Source: an optimization exercise on an open RTL-to-GDS flow (aim: small area, a short achievable clock period and few clock cycles per item). Production flows keep margins and buffers that such runs may drop.
The RTL was checked by simulation tests, not by an equivalence proof against the original design.
Power and IR drop assume default switching activity.

==> v2: inputs <==
## MDC
module MDC(
    clk, rst_n, in_valid, in_data, in_mode,
    out_valid, out_data
);
input clk, rst_n, in_valid;
input [8:0] in_mode;
input [14:0] in_data;
output out_valid;
output [206:0] out_data;
reg [3:0] cnt;           
reg       last;          
reg       ov;            
reg [1:0] md;            
wire [3:0] msyn;
assign msyn[0] = in_mode[8] ^ in_mode[6] ^ in_mode[4] ^ in_mode[2] ^ in_mode[0];
assign msyn[1] = in_mode[7] ^ in_mode[6] ^ in_mode[3] ^ in_mode[2];
assign msyn[2] = in_mode[5] ^ in_mode[4] ^ in_mode[3] ^ in_mode[2];
assign msyn[3] = in_mode[1] ^ in_mode[0];
wire m_d4 = in_mode[6] ^ (msyn == 4'd3);
wire m_d1 = in_mode[2] ^ (msyn == 4'd7);
always @(posedge clk or negedge rst_n) begin
    if (!rst_n) begin
        cnt  <= 4'd0;
        last <= 1'b0;
        ov   <= 1'b0;
    end else begin
        cnt  <= in_valid ? cnt + 4'd1 : 4'd0;
        last <= in_valid && (cnt == 4'd15);
        ov   <= last;
    end
end
always @(posedge clk) begin
    if (in_valid && cnt == 4'd0) md <= m_d4 ? 2'd2 : (m_d1 ? 2'd1 : 2'd0);
end
wire [14:0] cw = in_data;
reg  [3:0]  syn;
reg  [14:0] fixd;
integer p;
always @(*) begin
    syn = 4'd0;
    for (p = 1; p <= 15; p = p + 1)
        if (cw[15 - p]) syn = syn ^ p[3:0];
    fixd = cw;
    for (p = 1; p <= 15; p = p + 1)
  ...
==> flow/config.mk <==
export PLATFORM = sky130hd
export DESIGN_NAME = MDC
export DESIGN_NICKNAME = MDC
export VERILOG_FILES = /design/flow/design.v
export SDC_FILE = /design/flow/constraint.sdc
export NUM_CORES = 4
export LEC_CHECK = 0
export CAP_MARGIN = 20
export CORE_MARGIN = 2
export CORE_UTILIZATION = 55
export PLACE_DENSITY = 0.72
export SLEW_MARGIN = 20
==> flow/constraint.sdc <==
create_clock -name core_clock -period 22.0 [get_ports {clk}]
set_input_delay 4.4000 -clock core_clock [delete_from_list [all_inputs] [get_ports {clk}]]
set_output_delay 4.4000 -clock core_clock [all_outputs]
set_load 0.01 [all_outputs]
standard.sh (not shown) runs the stock make flow with config.mk's settings and CLKGATE_MAP_FILE= SYNTH_SCRIPT=/design/flow/synth_recipe.tcl, a recipe that flattens the netlist after the stock synthesis.
==> flow/flow/run.sh <==
#!/bin/bash
# The standard ORFS layout (the standard.sh) with three changes to how it is
# made; the SDC and the clock period are unchanged:
#  - repair_timing is asked to leave 15.5 ns of setup slack at the 22 ns clock,
#    so it works on every path longer than 6.5 ns;
#  - the port buffers that buffer_ports inserts are buf_4 cells instead of the
#    delay cells it picks by default;
#  - the resizer may swap a cell for one with a different footprint.
set -euo pipefail
bash standard.sh SETUP_SLACK_MARGIN=15.5 MATCH_CELL_FOOTPRINT=0 \
  "BUFFER_PORTS_ARGS=-buffer_cell sky130_fd_sc_hd__buf_4" finish > orfs_flow.log 2>&1
==> inputs of v7, as changes to v2 <==
==> flow/flow/run.sh (replaced) <==
#!/bin/bash
# The standard ORFS layout (the standard.sh) with three changes to how it is
# made; the SDC and the clock period are unchanged:
#  - repair_timing is asked to leave 15.5 ns of setup slack at the 22 ns clock,
#    so it works on every path longer than 6.5 ns;
#  - the port buffers that buffer_ports inserts are buf_2 cells instead of the
#    delay cells it picks by default;
#  - the resizer may swap a cell for one with a different footprint.
set -euo pipefail
bash standard.sh SETUP_SLACK_MARGIN=15.5 MATCH_CELL_FOOTPRINT=0 \
  "BUFFER_PORTS_ARGS=-buffer_cell sky130_fd_sc_hd__buf_2" finish > orfs_flow.log 2>&1
- ABC_AREA: not set -> 1
==> inputs of v24, as changes to v2 <==
==> flow/flow/run.sh (replaced) <==
#!/bin/bash
# The standard ORFS layout (the standard.sh) with three changes to how it is
# made; the SDC and the clock period are unchanged:
#  - repair_timing is asked to leave 15.5 ns of setup slack at the 22 ns clock,
#    so it works on every path longer than 6.5 ns;
#  - the port buffers that buffer_ports inserts are buf_2 cells instead of the
#    delay cells it picks by default;
#  - the resizer may swap a cell for one with a different footprint.
set -euo pipefail
bash standard.sh SETUP_SLACK_MARGIN=15.5 MATCH_CELL_FOOTPRINT=0 \
  "BUFFER_PORTS_ARGS=-buffer_cell sky130_fd_sc_hd__buf_2" finish > orfs_flow.log 2>&1
==> comparison table <==
quantity                                                                       v2                        v7                       v24
Setup crit end                                                        out_reg[23]                  l2_y[15]             out_data[204]
Final std cell area, no fill                                          0.0603 mm^2               0.0621 mm^2               0.0596 mm^2
Worst Path Class, Setup                                              flop to flop              flop to flop        flop to output pin
Floorplan die area                                                     0.101 mm^2                0.104 mm^2                0.101 mm^2
Endpoint kind of the worst setup timing path                                 flop                      flop                output pin
Filler Cell Count                                                            8164                      9112                      8155
Data arrival at the endpoint of the critical path                         7.17 ns                   7.19 ns                   2.13 ns
Placed wire-length estimate                                             170000 um                 235000 um                 168000 um
Post-route clock skew                                                   0.0417 ns                 0.0537 ns                 0.0308 ns
Worst hold slack across all endpoints                                    0.326 ns                  0.315 ns                  0.319 ns
Slew at the pin with the worst max-slew slack                             1.37 ns                   1.46 ns                   1.38 ns
Total met2 wirelength after detailed routing                             96100 um                 115000 um                  94800 um
Area of all sequential standard cells                                 0.0161 mm^2               0.0161 mm^2               0.0161 mm^2
Post-synth net total                                                         6228                      7573                      6228
Worst Hold End                                                             dl4[7]                    dl4[4]                    dl4[4]
Lkg Pwr                                                                   25.4 nW                   27.6 nW                   25.4 nW
Net total in the final layout                                                6196                      7722                      6181
Per-cell routed wire length                                               34.8 um                   36.8 um                   35.0 um
Layout buffering overhead excluding clock cells                             5.41%                     4.19%                     4.24%
Wire length of the first global-routing pass                            340000 um                 422000 um                 341000 um
Share of synthesized area spent on multiplexers                            0.674%                    0.118%                    0.674%
Delay of the slowest cell on the worst path                               1.08 ns                   0.62 ns                   0.65 ns
Placement Cell Area                                                   0.0569 mm^2               0.0586 mm^2               0.0563 mm^2
Leading cell type in the layout, fill and taps excluded  sky130_fd_sc_hd__a22oi_1  sky130_fd_sc_hd__nand2_1  sky130_fd_sc_hd__a22oi_1
Status                                           no timing/DRC/antenna violations  no timing/DRC/antenna violations  no timing/DRC/antenna violations
Switching portion of total power                                            41.3%                     44.1%                     41.5%
Multi-input gate share of the layout cell area                              58.1%                     56.2%                     58.8%
Testbench counts of v2, summed over its fixed seeds: cycles 9,216, items 512.
Testbench counts of v7, summed over its fixed seeds: cycles 9,216, items 512.
Testbench counts of v24, summed over its fixed seeds: cycles 9,216, items 512.

-- port drivers added, routing unchanged --
Ports are ideal in the flow. The routed layouts listed here were re-timed in OpenROAD. Step 1 sets driving cells, clkbuf_16 on the clock port and buf_2 on the other inputs (assumed; they add their load-dependent delay and slew). Step 2 times the ports against the registers' clock, not the clock port: input delays grow and output delays shrink by t, the midpoint of the rising clock arrivals with the driver on. a / b / c = ideal / step 1 / step 2; a / b = the first two.
| run | t (ns) | setup slack, ns | worst hold slack (ns) | latest minus earliest clock arrival (ns) | pins driven straight from the clock port |
|---|---|---|---|---|---|
| v2 | 0.724 | 15.334 / 15.334 / 14.888 | 0.326 / 0.326 / 0.326 | 0.041 / 0.041 | 1 |
| v7 | 0.777 | 15.268 / 15.268 / 14.729 | 0.315 / 0.315 / 0.315 | 0.055 / 0.054 | 1 |
| v24 | 0.739 | 15.472 / 15.395 / 14.949 | 0.319 / 0.319 / 0.319 | 0.032 / 0.032 | 1 |
After both steps setup and hold are still met in every run listed. For v7, which loses most, drivers alone change the setup slack by 0.000 ns; drivers and shift together by -0.539 ns.
